What follows belongs to an exercise in optimizing a design on an open flow for small area and a short achievable clock period; a production flow would make more cautious choices.
At most, simulation tests tie the RTL to the original design; equivalence was not proved.
No driver is modelled on the clock port, so clocking that relies on it looks cheaper here than on a real chip.

==> trial 81: inputs <==
## vedic_multiplier_32x32_pipelined
module vedic_multiplier_32x32_pipelined(
    input clk,
    input [31:0] a, b,
    output reg [63:0] result_32x32
);
reg [31:0] a_r;
reg [223:0] r2;
reg one0, two0, neg0;
wire pp1;
wire pp2;
wire pp3;
wire pp4;
wire pp5;
wire pp6;
wire pp7;
wire pp8;
wire pp9;
wire pp10;
wire pp11;
wire pp12;
wire pp13;
wire pp14;
wire pp15;
wire pp16;
wire pp17;
wire pp18;
wire pp19;
wire pp20;
wire pp21;
wire pp22;
wire pp23;
wire pp24;
wire pp25;
wire pp26;
wire pp27;
wire pp28;
wire pp29;
wire pp30;
wire pp31;
wire pp32;
wire pp33;
wire ng34;
wire nn35;
reg one1, two1, neg1;
wire pp36;
wire pp37;
wire pp38;
wire pp39;
wire pp40;
wire pp41;
wire pp42;
wire pp43;
wire pp44;
wire pp45;
wire pp46;
wire pp47;
wire pp48;
wire pp49;
wire pp50;
wire pp51;
wire pp52;
wire pp53;
wire pp54;
wire pp55;
wire pp56;
wire pp57;
wire pp58;
wire pp59;
wire pp60;
wire pp61;
wire pp62;
wire pp63;
wire pp64;
wire pp65;
wire pp66;
wire pp67;
wire pp68;
wire ng69;
wire nn70;
reg one2, two2, neg2;
wire pp71;
wire pp72;
wire pp73;
wire pp74;
wire pp75;
wire pp76;
wire pp77;
wire pp78;
wire pp79;
wire pp80;
wire pp81;
wire pp82;
wire pp83;
wire pp84;
wire pp85;
wire pp86;
wire pp87;
wire pp88;
wire pp89;
wire pp90;
wire pp91;
wire pp92;
wire pp93;
wire pp94;
wire pp95;
wire pp96;
wire pp97;
wire pp98;
wire pp99;
wire pp100;
wire pp101;
wire pp102;
wire pp103;
wire ng104;
wire nn105;
reg one3, two3, neg3;
wire pp106;
wire pp107;
wire pp108;
wire pp109;
wire pp110;
wire pp111;
wire pp112;
wire pp113;
wire pp114;
wire pp115;
wire pp116;
wire pp117;
wire pp118;
wire pp119;
wire pp120;
wire pp121;
wire pp122;
wire pp123;
wire pp124;
wire pp125;
wire pp126;
wire pp127;
wire pp128;
wire pp129;
wire pp130;
wire pp131;
wire pp132;
wire pp133;
wire pp134;
wire pp135;
wire pp136;
wire pp137;
wire pp138;
wire ng139;
wire nn140;
reg one4, two4, neg4;
wire pp141;
wire pp142;
wire pp143;
wire pp144;
wire pp145;
wire pp146;
wire pp147;
wire pp148;
wire pp149;
wire pp150;
wire pp151;
wire pp152;
wire pp153;
wire pp154;
wire pp155;
wire pp156;
wire pp157;
wire pp158;
wire pp159;
wire pp160;
wire pp161;
wire pp162;
wire pp163;
wire pp164;
wire pp165;
wire pp166;
wire pp167;
wire pp168;
wire pp169;
wire pp170;
wire pp171;
wire pp172;
wire pp173;
wire ng174;
wire nn175;
  ...
export LEC_CHECK = 0
export ABC_AREA = 1
export CAP_MARGIN = 30
export CORE_MARGIN = 2
export CORE_UTILIZATION = 55
export CTS_CLUSTER_DIAMETER = 120
export CTS_CLUSTER_SIZE = 26
export PLACE_DENSITY = 0.75
export SLEW_MARGIN = 50
export SYNTH_HIERARCHICAL = 1
export SYNTH_MINIMUM_KEEP_SIZE = 0
create_clock -name core_clock -period 11.5 [get_ports {clk}]
standard.sh (not shown) runs the stock make flow with config.mk's settings and CLKGATE_MAP_FILE= SYNTH_SCRIPT=/design/flow/synth_recipe.tcl, a recipe that flattens the netlist after the stock synthesis.
==> flow/flow/run.sh <==
#!/bin/bash
# Own layout flow: the standard ORFS flow (standard.sh, unchanged synthesis)
# with two changes:
#  - the I/O port buffers are sky130_fd_sc_hd__buf_2 cells instead of the
#    delay-cell buffer that buffer_ports picks by default;
#  - after CTS, post_cts.tcl drops the clock tree's root buffer when it only
#    feeds the few first-level clock buffers (one stage less for every register).
# make's full output goes to standard_flow.log here; ORFS keeps each step's log
# under orfs/logs/.
set -euo pipefail
here=$(pwd)
bash standard.sh "BUFFER_PORTS_ARGS=-buffer_cell sky130_fd_sc_hd__buf_2" \
  "POST_CTS_TCL=$here/flow/post_cts.tcl" finish > standard_flow.log 2>&1
==> flow/flow/post_cts.tcl <==
set block [ord::get_db_block]
set clknet [[$block findBTerm clk] getNet]
set loads {}
foreach it [$clknet getITerms] { lappend loads $it }
if {[llength $loads] == 1} {
  set root [[lindex $loads 0] getInst]
  set master [[$root getMaster] getName]
  set out [$root findITerm X]
  if {[string match "sky130_fd_sc_hd__clkbuf_*" $master] && $out ne "NULL"} {
    set onet [$out getNet]
    set sinks {}
    foreach it [$onet getITerms] {
      if {[$it getInst] ne $root} { lappend sinks $it }
    }
    set ok [expr {[llength $sinks] <= 4 && [llength [$onet getBTerms]] == 0}]
    foreach it $sinks {
      if {![string match "sky130_fd_sc_hd__clkbuf_*" [[[$it getInst] getMaster] getName]]} { set ok 0 }
    }
    if {$ok} {
      puts "post_cts: removing root clock buffer [$root getName] ($master), port clk now feeds [llength $sinks] buffers"
      foreach it $sinks { $it disconnect; $it connect $clknet }
      [lindex $loads 0] disconnect
      odb::dbInst_destroy $root
      odb::dbNet_destroy $onet
    } else {
      puts "post_cts: root clock buffer kept"
    }
  }
}
==> inputs of trial 46, as changes to trial 81 <==
--- a/flow/config.mk
+++ b/flow/config.mk
@@ -11,7 +11,6 @@
 export CORE_UTILIZATION = 55
 export CTS_CLUSTER_DIAMETER = 120
 export CTS_CLUSTER_SIZE = 26
-export PLACE_DENSITY = 0.75
 export SLEW_MARGIN = 50
 export SYNTH_HIERARCHICAL = 1
 export SYNTH_MINIMUM_KEEP_SIZE = 0
==> inputs of build 8, as changes to trial 81 <==
--- a/flow/config.mk
+++ b/flow/config.mk
@@ -6,12 +6,11 @@
 export NUM_CORES = 4
 export LEC_CHECK = 0
 export ABC_AREA = 1
-export CAP_MARGIN = 30
+export CAP_MARGIN = 20
 export CORE_MARGIN = 2
 export CORE_UTILIZATION = 55
 export CTS_CLUSTER_DIAMETER = 120
 export CTS_CLUSTER_SIZE = 26
-export PLACE_DENSITY = 0.75
-export SLEW_MARGIN = 50
+export SLEW_MARGIN = 30
 export SYNTH_HIERARCHICAL = 1
 export SYNTH_MINIMUM_KEEP_SIZE = 0
==> comparison <==
Trial 46 produced a clean layout. Build 8 completed without violations. Trial 81 passed the timing, DRC and antenna checks.
The lowest core utilization belongs to trial 46, the highest to build 8.
The lowest non-clock buffer count belongs to trial 81, the highest to build 8.
In synthesized area, trial 81 and trial 46 do not differ.
Routed wire length, lowest first: trial 81, build 8, trial 46.
In sequential cell count, trial 46 and build 8 do not differ.
Between build 8 and trial 81, the lower count of clock-buffer cells in the layout is in build 8 (gap 6).
Maximum frequency, lowest first: trial 81, build 8, trial 46.
Clock skew, highest first: build 8, trial 46, trial 81.
In synthesized cell count, build 8 and trial 46 do not differ.
Register-to-register slack, lowest first: trial 81, build 8, trial 46.
First-iteration DRC count: trial 81 > trial 46 > build 8.
==> figures <==
quantity                                                                    trial 81          build 8          trial 46
Result of the run                                                     finished clean   finished clean    finished clean
Met1 global-route usage                                                        37.3%            41.0%             41.5%
Number of filler instances in the final layout                                 4,764            5,062             5,009
Via/cell ratio                                                                  6.47             6.26              6.27
Post-placement cell count                                                      3,673            3,676             3,676
Setup crit end kind                                                         register      output port       output port
Clock tree buffer count of the final layout                                       32               26                29
Wire length on met3                                                          13.4 mm          12.1 mm           11.3 mm
Worst setup path class                                                    reg -> reg       reg -> out        reg -> out
Endpoint of the most critical setup path                                     r2[100]  result_32x32[6]  result_32x32[63]
Peak Freq                                                                  0.292 GHz        0.309 GHz         0.311 GHz
Clock transition at the registers of the reported paths                      0.11 ns          0.10 ns           0.10 ns
Met2 layer usage reported by global route                                      44.2%            47.4%             47.6%
Share of final layout cell area taken by clock buffers and inverters           1.85%            1.94%             1.81%
Non-filler instance count after layout                                         3,714            3,710             3,709
Routed WL                                                                    91.4 mm          96.1 mm           96.6 mm
Sequential share of cell area                                                  30.9%            30.8%             31.0%
Worst hold margin                                                           0.327 ns         0.320 ns          0.324 ns
Reg2reg setup slack                                                          8.07 ns          8.27 ns           8.38 ns


==> job 8154: inputs <==
vedic_multiplier_32x32_pipelined, a different RTL version from the one above (not shown whole).
==> flow/config.mk <==
export PLATFORM = sky130hd
export DESIGN_NAME = vedic_multiplier_32x32_pipelined
export DESIGN_NICKNAME = vedic_multiplier_32x32_pipelined
export VERILOG_FILES = /design/flow/design.v
export SDC_FILE = /design/flow/constraint.sdc
export NUM_CORES = 4
export LEC_CHECK = 0
export ABC_AREA = 1
export CAP_MARGIN = 50
export CORE_MARGIN = 2
export CORE_UTILIZATION = 55
export CTS_CLUSTER_DIAMETER = 120
export CTS_CLUSTER_SIZE = 26
export SLEW_MARGIN = 70
export SYNTH_HIERARCHICAL = 1
export SYNTH_MINIMUM_KEEP_SIZE = 0
==> flow/constraint.sdc <==
create_clock -name core_clock -period 11.5 [get_ports {clk}]
set_input_delay 2.3000 -clock core_clock [delete_from_list [all_inputs] [get_ports {clk}]]
set_output_delay 2.3000 -clock core_clock [all_outputs]
set_load 0.01 [all_outputs]
==> flow/flow/run.sh <==
#!/bin/bash
# Own layout flow: the standard ORFS flow (standard.sh, unchanged synthesis),
# with the I/O port buffers made of sky130_fd_sc_hd__buf_2 cells instead of the
# delay-cell buffer that buffer_ports picks by default.
# make's full output goes to standard_flow.log here; ORFS keeps each step's log
# under orfs/logs/.
set -euo pipefail
bash standard.sh "BUFFER_PORTS_ARGS=-buffer_cell sky130_fd_sc_hd__buf_2" finish > standard_flow.log 2>&1
==> inputs of job 8229, as changes to job 8154 <==
CAP_MARGIN = 60   (was 50)
SLEW_MARGIN = 85   (was 70)
==> impl_metrics.env <==
export IMPL_rr_startpoint="r2[74]"
export IMPL_path_clk_slew_ns=0.11
export IMPL_dp_hpwl_um=63700
export IMPL_whs_ns=0.321
export IMPL_worstMarginPinSlew_ns=0.461
export IMPL_drt_total_wl_um=93700
export IMPL_vias_per_cell=6.06
export IMPL_status="complete, no violations"
(the above is from job 8154)
==> impl_metrics.env <==
export IMPL_synth_ff_type="dfxtp_1"
export IMPL_rsz0062_at_grt="false"
export IMPL_antennaDiodeCount=1
export IMPL_path_clk_slew_ns=0.10
export IMPL_rr_startpoint="neg5"
export IMPL_dp_hpwl_um=74100
export IMPL_whs_ns=0.324
export IMPL_drt_total_wl_um=97800
export IMPL_status="complete, no violations"
export IMPL_synth_cell_types=37
export IMPL_vias_per_cell=6.05
(the above is from job 8229)


==> exp/garnet <==
vedic_multiplier_32x32_pipelined, a different RTL version from the one above (not shown whole).
make LEC_CHECK=0 ABC_AREA=1 CAP_MARGIN=20 CORE_MARGIN=2 CORE_UTILIZATION=55 SLEW_MARGIN=20 SYNTH_HIERARCHICAL=1 SYNTH_MINIMUM_KEEP_SIZE=0 finish   # period 11.5 ns
run.sh (not shown) runs the stock make flow with config.mk's settings and CLKGATE_MAP_FILE= SYNTH_SCRIPT=/design/flow/synth_recipe.tcl, a recipe that flattens the netlist after the stock synthesis.
Stock flow here: none of the scripts above is used.
==> exp/xenon (differences from exp/garnet) <==
CAP_MARGIN = 50   (was 20)
CTS_CLUSTER_DIAMETER = 60   (was unset)
CTS_CLUSTER_SIZE = 30   (was unset)
SLEW_MARGIN = 70   (was 20)
==> notes <==
Setup slack: exp/garnet is lower than exp/xenon (130 ps).
Of exp/garnet and exp/xenon, exp/xenon has the higher hold slack (gap 5.3 ps).
In cell count, exp/xenon and exp/garnet hardly differ.
In sequential cell count, exp/garnet and exp/xenon do not differ.
==> figures <==
Fillers: exp/garnet 4,933; exp/xenon 4,847
Overall fraction of global-route tracks in use: exp/garnet 31.0%; exp/xenon 31.1%
Post-route minimum period: exp/garnet 3910 ps; exp/xenon 3790 ps
Post-placement cell count: exp/garnet 3,921; exp/xenon 3,939
Final standard cell area without fillers: exp/garnet 37,200 sq um; exp/xenon 37,800 sq um
Final Instance Count excl. Fillers: exp/garnet 4,021; exp/xenon 4,017
Total Wirelength: exp/garnet 97,800 um; exp/xenon 97,900 um
Clock-pin slew reported for the worst setup and hold paths after clock tree synthesis: exp/garnet 60 ps; exp/xenon 80 ps
Initial detailed-routing violation count: exp/garnet 2,328; exp/xenon 2,531
Tightest Pin Transition: exp/garnet 1090 ps; exp/xenon 458 ps
Status: exp/garnet timing/DRC/antenna clean; exp/xenon timing/DRC/antenna clean
No functional check of the RTL was part of any run of this note.

[afterwards: timing with drivers on the ports]
In the flow no input, the clock included, has a driving cell. The finished layouts below were timed again as built, in two steps. Step 1 sets driving cells, clkbuf_16 on the clock port and buf_2 on the other inputs (assumed; they add their load-dependent delay and slew). Step 2 adds t to the input delays and takes it off the output delays; t is the mean of the earliest and latest rising clock arrival at the registers after step 1. Input paths then give back, and output paths get back, about the clock's delay inside the block. a / b / c = no drivers / after step 1 / after step 2; a / b = the first two.
| run | t (ns) | setup slack, ns | hold WS [ns] | slew at the worst register clock pin (ns) |
|---|---|---|---|---|
| trial 81 | 0.532 | 8.073 / 8.073 / 8.073 | 0.327 / 0.327 / 0.327 | 0.12 / 0.12 |
| trial 46 | 0.530 | 8.283 / 8.200 / 8.382 | 0.324 / 0.324 / 0.324 | 0.11 / 0.11 |
| build 8 | 0.555 | 8.265 / 8.178 / 8.274 | 0.320 / 0.320 / 0.320 | 0.11 / 0.11 |
| job 8154 | 0.649 | 8.155 / 8.090 / 8.197 | 0.321 / 0.321 / 0.321 | 0.11 / 0.11 |
| job 8229 | 0.645 | 8.138 / 8.076 / 8.188 | 0.324 / 0.324 / 0.324 | 0.11 / 0.11 |
| exp/garnet | 0.685 | 7.588 / 7.588 / 7.588 | 0.321 / 0.321 / 0.321 | 0.07 / 0.07 |
| exp/xenon | 0.645 | 7.715 / 7.653 / 7.861 | 0.326 / 0.326 / 0.326 | 0.09 / 0.09 |
After both steps every run listed still meets setup and hold.
